Source: an optimization exercise on an open RTL-to-GDS flow (aim: small area and a short achievable clock period). Production flows keep margins and buffers that such runs may drop.
The RTL was checked by simulation tests, not by an equivalence proof against the original design.

## flow/design.v (module list and top-level ports; edited modules follow where they fit)
// module MUL_E: 12 lines
// module MUL_ENC: 17 lines
// module MUL_M: 2753 lines
// module MUL_FA: 4 lines
// module MUL_HA: 4 lines
// module MUL_W: 7 lines
// module MUL_wrapper: 63 lines
module MUL_wrapper
(
    input logic clk,
    input logic rst,
    input logic [31:0] rs1,
    input logic [31:0] rs2,
    input logic [1:0] mul_op,  
    input logic valid_in,
    output logic [31:0] rd,
    output logic ready_out
);
  // ...
==> flow/flow/run.sh <==
#!/bin/bash
set -euo pipefail
bash standard.sh finish SETUP_SLACK_MARGIN=18.0 > orfs_make.log 2>&1
==> flow/standard.sh <==
#!/bin/bash
# synth_recipe.tcl (not shown) runs the flow's synth.tcl, then flattens the netlist and writes it again
# the make line also repeats each setting of config.mk as NAME=value (left out here)
make -C /OpenROAD-flow-scripts/flow DESIGN_CONFIG=/design/flow/config.mk WORK_HOME=/design/flow/orfs CLKGATE_MAP_FILE= SYNTH_SCRIPT=/design/flow/synth_recipe.tcl "${@:-finish}"
==> flow/config.mk <==
export PLATFORM = sky130hd
export DESIGN_NAME = MUL_wrapper
export DESIGN_NICKNAME = MUL_wrapper
export VERILOG_FILES = /design/flow/design.v
export SDC_FILE = /design/flow/constraint.sdc
export NUM_CORES = 4
export LEC_CHECK = 0
export ABC_AREA = 1
export CAP_MARGIN = 50
export CORE_MARGIN = 2
export CORE_UTILIZATION = 50
export PLACE_DENSITY = 0.65
export SLEW_MARGIN = 75
export SYNTH_HIERARCHICAL = 1
export SYNTH_MINIMUM_KEEP_SIZE = 0
==> flow/constraint.sdc <==
create_clock -name core_clock -period 24.0 [get_ports {clk}]
set_input_delay 4.8000 -clock core_clock [delete_from_list [all_inputs] [get_ports {clk}]]
set_output_delay 4.8000 -clock core_clock [all_outputs]
set_load 0.01 [all_outputs]
==> results.py, run 1 <==
metrics = {
    "status": {
        "status": "no timing/DRC/antenna violations",
    },
    "critical_path": {
        "timing.rr.end": "w_rd[11]$_DFF_P_",
        "cpPeakStageDelay_ns": 0.40,
        "crit_path_end": "rd[31]",
        "critical_path_depth": 1,
    },
    "clock_network": {
        "cts_root_buf": "clkbuf_16",
        "hold_buffers": 0,
        "cts.sinks": 119,
        "cts_buffers": 17,
    },
    "drt": {
        "met3_length_um": 17860,
        "ant_nets": 0,
        "wl_met2_um": 54030,
        "wirelength_um": 124400,
    },
    "floorplan": {
        "dieArea_sq_um": 59120,
        "std_cell_rows": 87,
    },
    "yosys": {
        "synthSimpleGateAreaFrac_pct": 10.22,
        "syn_nets": 4022,
        "synth_xor_area_share_pct": 19.11,
        "ys_ff_latch": 119,
        "synth.area.mux_share_pct": 0,
    },
    "grt": {
        "first_global_vias": 28280,
        "globalRouteTotalUtil_pct": 42.01,
    },
    "finish": {
        "area_growth_pct": 13.04,
        "drive_gt1_share_pct": 11.76,
        "nClkBuffers": 18,
        "fin_util_pct": 57.21,
    },
    "place": {
        "dp_slack_ns": 17.83,
        "place_inst": 4037,
    },
    "job": {
        "maxCapViolCount": 0,
    },
    "timing": {
        "fmax_ghz": 0.1670,
    },
}
==> module MUL_ENC, before the edit <==
module MUL_ENC (
    input  logic [31:0] b,
    input  logic        b_sx,
    output logic [16:0] one,
    output logic [16:0] two,
    output logic [16:0] neg
);
    logic [34:0] bx;    
    assign bx = {b_sx, b_sx, b, 1'b0};
    always_comb begin
        for (int i = 0; i < 17; i++) begin
            one[i] = bx[2*i+1] ^ bx[2*i];
            two[i] = (bx[2*i+2] & ~bx[2*i+1] & ~bx[2*i]) | (~bx[2*i+2] & bx[2*i+1] & bx[2*i]);
            neg[i] = bx[2*i+2];
        end
    end
endmodule
==> module MUL_wrapper, before the edit <==
module MUL_wrapper
(
    input logic clk,
    input logic rst,
    input logic [31:0] rs1,
    input logic [31:0] rs2,
    input logic [1:0] mul_op,  
    input logic valid_in,
    output logic [31:0] rd,
    output logic ready_out
);
    logic        e_a_sx, e_b_sx, e_hi;
    logic [31:0] m_opA;
    logic        m_a_sx, m_hi, m_valid;
    logic [16:0] e_one, e_two, e_neg;
    logic [16:0] m_one, m_two, m_neg;
    logic [63:0] m_product;
    logic [31:0] m_rd;
    logic [31:0] w_rd;
    logic        w_valid;
    MUL_E mul_e (
        .rs1(rs1),
        .rs2(rs2),
        .mul_op(mul_op),
        .a_sx(e_a_sx),
        .b_sx(e_b_sx),
        .hi(e_hi)
    );
    MUL_ENC mul_enc (.b(rs2), .b_sx(e_b_sx), .one(e_one), .two(e_two), .neg(e_neg));
    always_ff @(posedge clk) begin
        m_opA  <= rs1;
        m_a_sx <= e_a_sx;
        m_hi   <= e_hi;
        m_one  <= e_one;
        m_two  <= e_two;
        m_neg  <= e_neg;
    end
    always_ff @(posedge clk or posedge rst) begin
        if (rst) m_valid <= 1'b0;
        else     m_valid <= valid_in;
    end
    MUL_M mul_m (
        .A({m_a_sx, m_opA}),
        .one(m_one),
        .two(m_two),
        .neg(m_neg),
        .M_product(m_product)
    );
    MUL_W mul_w (
        .hi(m_hi),
        .M_product(m_product),
        .rd(m_rd)
    );
    always_ff @(posedge clk) begin
        w_rd <= m_rd;
    end
    always_ff @(posedge clk or posedge rst) begin
        if (rst) w_valid <= 1'b0;
        else     w_valid <= m_valid;
    end
    assign rd        = w_rd;
    assign ready_out = w_valid;
endmodule
==> run 2, diff against run 1 <==
--- a/flow/design.v
+++ b/flow/design.v
@@ -8,38 +8,42 @@
 );
     assign a_sx = rs1[31] & ~(mul_op[1] & mul_op[0]);   
     assign b_sx = rs2[31] & ~mul_op[1] & mul_op[0];     
     assign hi   = |mul_op;
 endmodule
 module MUL_ENC (
     input  logic [31:0] b,
     input  logic        b_sx,
-    output logic [16:0] one,
-    output logic [16:0] two,
+    output logic [16:0] one_n,
+    output logic [16:0] two_n,
     output logic [16:0] neg
 );
     logic [34:0] bx;    
     assign bx = {b_sx, b_sx, b, 1'b0};
     always_comb begin
         for (int i = 0; i < 17; i++) begin
-            one[i] = bx[2*i+1] ^ bx[2*i];
-            two[i] = (bx[2*i+2] & ~bx[2*i+1] & ~bx[2*i]) | (~bx[2*i+2] & bx[2*i+1] & bx[2*i]);
+            one_n[i] = ~(bx[2*i+1] ^ bx[2*i]);
+            two_n[i] = ~((bx[2*i+2] & ~bx[2*i+1] & ~bx[2*i]) | (~bx[2*i+2] & bx[2*i+1] & bx[2*i]));
             neg[i] = bx[2*i+2];
         end
     end
 endmodule
 module MUL_M (
-    input  logic [32:0] A,
-    input  logic [16:0] one,
-    input  logic [16:0] two,
+    input  logic [32:0] A_n,
+    input  logic [16:0] one_n,
+    input  logic [16:0] two_n,
     input  logic [16:0] neg,
     output logic [63:0] M_product
 );
-logic [16:0] nz;
+logic [32:0] A;
+logic [16:0] one, two, nz;
+assign A = ~A_n;
+assign one = ~one_n;
+assign two = ~two_n;
 assign nz = one | two;
 logic pp1;
 logic pp2;
 logic pp3;
 logic pp4;
 logic pp5;
 logic pp6;
 logic pp7;
@@ -2819,33 +2823,33 @@
     MUL_E mul_e (
         .rs1(rs1),
         .rs2(rs2),
         .mul_op(mul_op),
         .a_sx(e_a_sx),
         .b_sx(e_b_sx),
         .hi(e_hi)
     );
-    MUL_ENC mul_enc (.b(rs2), .b_sx(e_b_sx), .one(e_one), .two(e_two), .neg(e_neg));
+    MUL_ENC mul_enc (.b(rs2), .b_sx(e_b_sx), .one_n(e_one), .two_n(e_two), .neg(e_neg));
     always_ff @(posedge clk) begin
-        m_opA  <= rs1;
-        m_a_sx <= e_a_sx;
+        m_opA  <= ~rs1;
+        m_a_sx <= ~e_a_sx;
         m_hi   <= e_hi;
         m_one  <= e_one;
         m_two  <= e_two;
         m_neg  <= e_neg;
     end
     always_ff @(posedge clk or posedge rst) begin
         if (rst) m_valid <= 1'b0;
         else     m_valid <= valid_in;
     end
     MUL_M mul_m (
-        .A({m_a_sx, m_opA}),
-        .one(m_one),
-        .two(m_two),
+        .A_n({m_a_sx, m_opA}),
+        .one_n(m_one),
+        .two_n(m_two),
         .neg(m_neg),
         .M_product(m_product)
     );
     MUL_W mul_w (
         .hi(m_hi),
         .M_product(m_product),
         .rd(m_rd)
     );
==> flow/config.mk (replaced) <==
export PLATFORM = sky130hd
export DESIGN_NAME = MUL_wrapper
export DESIGN_NICKNAME = MUL_wrapper
export VERILOG_FILES = /design/flow/design.v
export SDC_FILE = /design/flow/constraint.sdc
export NUM_CORES = 4
export LEC_CHECK = 0
export ABC_AREA = 1
export CAP_MARGIN = 20
export CORE_MARGIN = 2
export CORE_UTILIZATION = 50
export PLACE_DENSITY = 0.65
export SLEW_MARGIN = 20
export SYNTH_HIERARCHICAL = 1
export SYNTH_MINIMUM_KEEP_SIZE = 0
==> run 2 against run 1 <==
Still clean on timing, DRC and antenna. Sequential cell count did not move. Area after synthesis shrank 0.18%. Final area decreased by 4.0%.
==> results.py, run 2 <==
metrics = {
    "critical_path": {
        "crit_arrival_ns": 1.17,
        "crit_type": "flip-flop to primary output",
        "critPathRequiredTime_ns": 19.20,
        "critPathMaxFanout": 1,
        "cpPeakStageDelay_ns": 0.38,
        "crit_slowest_cell": "dfxtp_1",
        "critPathCaptureType": "primary output",
        "crit_buf_inv": 1,
        "start_kind": "flip-flop",
        "crit_chain": "dlygate4sd2_1",
        "crit_family": "flip-flops",
    },
    "clock_network": {
        "cts.sinks": 119,
        "cts_buffers": 17,
        "path_clk_slew_ns": 0.07,
        "cts_htree_levels": 4,
        "cts_root_buf": "clkbuf_16",
        "clock_latency_ns": 0.50,
        "clock_path_buffers": 2,
        "cts_tree": "done",
        "hold_buffers": 0,
    },
    "floorplan": {
        "dieArea_sq_um": 59010,
        "core_area_sq_um": 56390,
        "initial_utilization_pct": 50.62,
        "die_h_um": 242.9,
        "num_io_pins": 102,
        "std_cell_rows": 87,
        "die_w_um": 242.9,
    },
    "yosys": {
        "synth_area_sq_um": 28540,
        "synth_cell_type_count": 46,
        "syn_nets": 4012,
        "synth.area.top_cells": "fa_1 (33%), xor2_1 (18%), o22ai_1 (12%)",
        "ys_seq_area_share_pct": 8.382,
        "avgSynthCellArea_sq_um": 8.499,
        "yosys.area.top_type": "fa_1",
        "synth_common_cells": "xor2_1 (597), o22ai_1 (542), fa_1 (470)",
        "netlist.area_leader.share_pct": 32.97,
        "synthArstFlopShare_pct": 1.681,
        "ys_ff_latch": 119,
        "synth_edf_count": 0,
        "synthCells": 3358,
        "yosys_warnings": 8,
        "synthMostInstantiatedCell": "xor2_1",
        "synth_flop_cell": "dfxtp_1",
    },
    "job": {
        "maxCapViolCount": 0,
    },
    "drt": {
        "wire_per_inst_um": 28.82,
        "drc": 0,
        "vias": 26310,
        "drtIter0Drc": 3464,
        "ant_nets": 0,
        "wirelength_um": 114600,
        "first_pass_iters": 8,
        "avgViaCountPerCell": 6.618,
    },
    "finish": {
        "nFillCells": 5243,
        "area_growth_pct": 8.728,
        "top_regs": "m_opA: 32 flops, w_rd: 32 flops",
        "final_common_cell": "xor2_1",
        "nNetsFinal": 3861,
        "layout_common_cells": "xor2_1 (596), o22ai_1 (537), fa_1 (467), nand2_1 (380), inv_1 (239)",
        "fin_util_pct": 55.03,
        "drive_gt1_share_pct": 7.267,
        "antenna_cells": 0,
        "design_area_sq_um": 31030,
    },
    "timing": {
        "setup_viol": 0,
        "slew_headroom_pct": 48.72,
        "final_max_slew_viol_count": 0,
        "finalHoldViolCount": 0,
        "timing.final.crit_share_pct": 24.87,
        "fin_skew_ns": 0.02225,
        "tightest_slew_ns": 0.7692,
        "fmax_ghz": 0.1676,
        "rsz0062_at_grt": "false",
        "hold_slack_ns": 0.3550,
        "min_period_ns": 5.968,
        "finalSetupTns_ns": 0,
    },
    "place": {
        "numPortBuffers": 101,
        "placed_area_sq_um": 29550,
        "hpwl_um": 74340,
        "place_congestion": 0.9856,
    },
    "grt": {
        "globalRouteTotalUtil_pct": 38.56,
        "antenna_found_initial": 0,
        "first_global_vias": 27770,
        "grt_max_degree": 36,
        "overflow": 0,
        "grt_pass1_wl_um": 170700,
    },
    "min_path": {
        "hold_path_class": "flip-flop to flip-flop",
    },
    "status": {
        "status": "no timing/DRC/antenna violations",
    },
}
## run 2: worst paths after layout
check / startpoint / endpoint / slack [ns] / depth (start not counted)
setup / recovery: w_rd[8]$_DFF_P_ / rd[8] / 18.03 / 1
hold / removal: m_valid$_DFF_PP0_ / w_valid$_DFF_PP0_ / 0.35 / 0
setup reg to reg: m_one[4]$_DFF_P_ / w_rd[15]$_DFF_P_ / 18.10 / 20
hold reg to reg: m_valid$_DFF_PP0_ / w_valid$_DFF_PP0_ / 0.35 / 0
max in group asynchronous: rst / m_valid$_DFF_PP0_ / 19.44 / 2
min in group asynchronous: rst / w_valid$_DFF_PP0_ / 4.45 / 2
## run 2: what timing repair did
item | 4_1_cts | 5_1_grt
endpoints found under the setup margin | 60 | 27
pin swaps | 0 | 2
gates resized for setup | 114 | 148
setup buffers | 2 | 6
## run 2: metal layers
layer | part of all wire [%] | vias to the layer above | GRT usage (%)
li1 | - | 10760 | -
met1 | 37 | 12890 | 48.39
met2 | 44 | 2140 | 58.50
met3 | 14 | 521 | 13.39
met4 | 5.8 | 0 | 20.44
met5 | 0 | - | 0
## run 2: final cells by class
| type | count | area (sq um) | share of cell area [%] |
|---|---|---|---|
| inverter | 246 | 934.6 | 3.012 |
| multi-input combinational | 2637 | 23930 | 77.10 |
| clock buffer | 21 | 440.4 | 1.419 |
| sequential | 119 | 2446 | 7.882 |
| clock inverter | 11 | 125.1 | 0.4032 |
| timing repair buffer | 186 | 2215 | 7.136 |
| tap | 756 | 945.9 | 3.048 |
## run 2: cell families (layout without fill, tap and decap cells)
group	after synthesis	in the layout	share of synthesized area, %
AO/OA/AOI/OAI	743	743	15.85
AND/OR/NAND/NOR	678	678	9.710
XOR/XNOR	630	630	19.33
other	1	1	0.01314
adder cells (fa/ha/maj)	585	585	38.01
buffers and inverters	602	464	8.706
flip-flops	119	119	8.382
## run 2: per-module statistics from Yosys, one instance, submodules excluded
module	copies in the design	cells	area, sq um
MUL_E	1	5	22.52
MUL_ENC	1	112	586.8
MUL_FA	470	1	20.02
MUL_HA	41	1	12.51
MUL_M	1	2473	15000
MUL_W	1	104	491.7
MUL_wrapper	1	153	2520
## run 2: metrics by stage
| step | setup WS [ns] | cells |
|---|---|---|
| detailed placement | 17.36 | 3936 |
| floorplan | 18.70 | 3358 |
| CTS | 17.99 | 3970 |
| global route | 17.94 | 3976 |
| finish | 18.03 | 3976 |
| global placement | 17.43 | 3936 |

separate check: timing with driven ports:
Ports are ideal in the flow. The routed layouts listed here were re-timed in OpenROAD.
Step 1 sets driving cells, clkbuf_16 on the clock port and buf_2 on the other inputs (assumed; they add their load-dependent delay and slew).
Step 2 moves the port delays by t, midway between the first and last clock arrival at a register: inputs arrive t later, outputs are due t later. That takes back most of the time a late clock gives input paths.
a / b / c = no drivers / after step 1 / after step 2; a / b = the first two.
| run | shift t [ns] | setup slack, ns | hold WS [ns] | worst setup path at the end |
|---|---|---|---|---|
| run 1 | 0.564 | 18.010 / 17.949 / 18.103 | 0.359 / 0.359 / 0.359 | input to register |
| run 2 | 0.555 | 18.032 / 17.970 / 18.061 | 0.355 / 0.355 / 0.355 | input to register |
After both steps setup and hold are still met in every run listed.
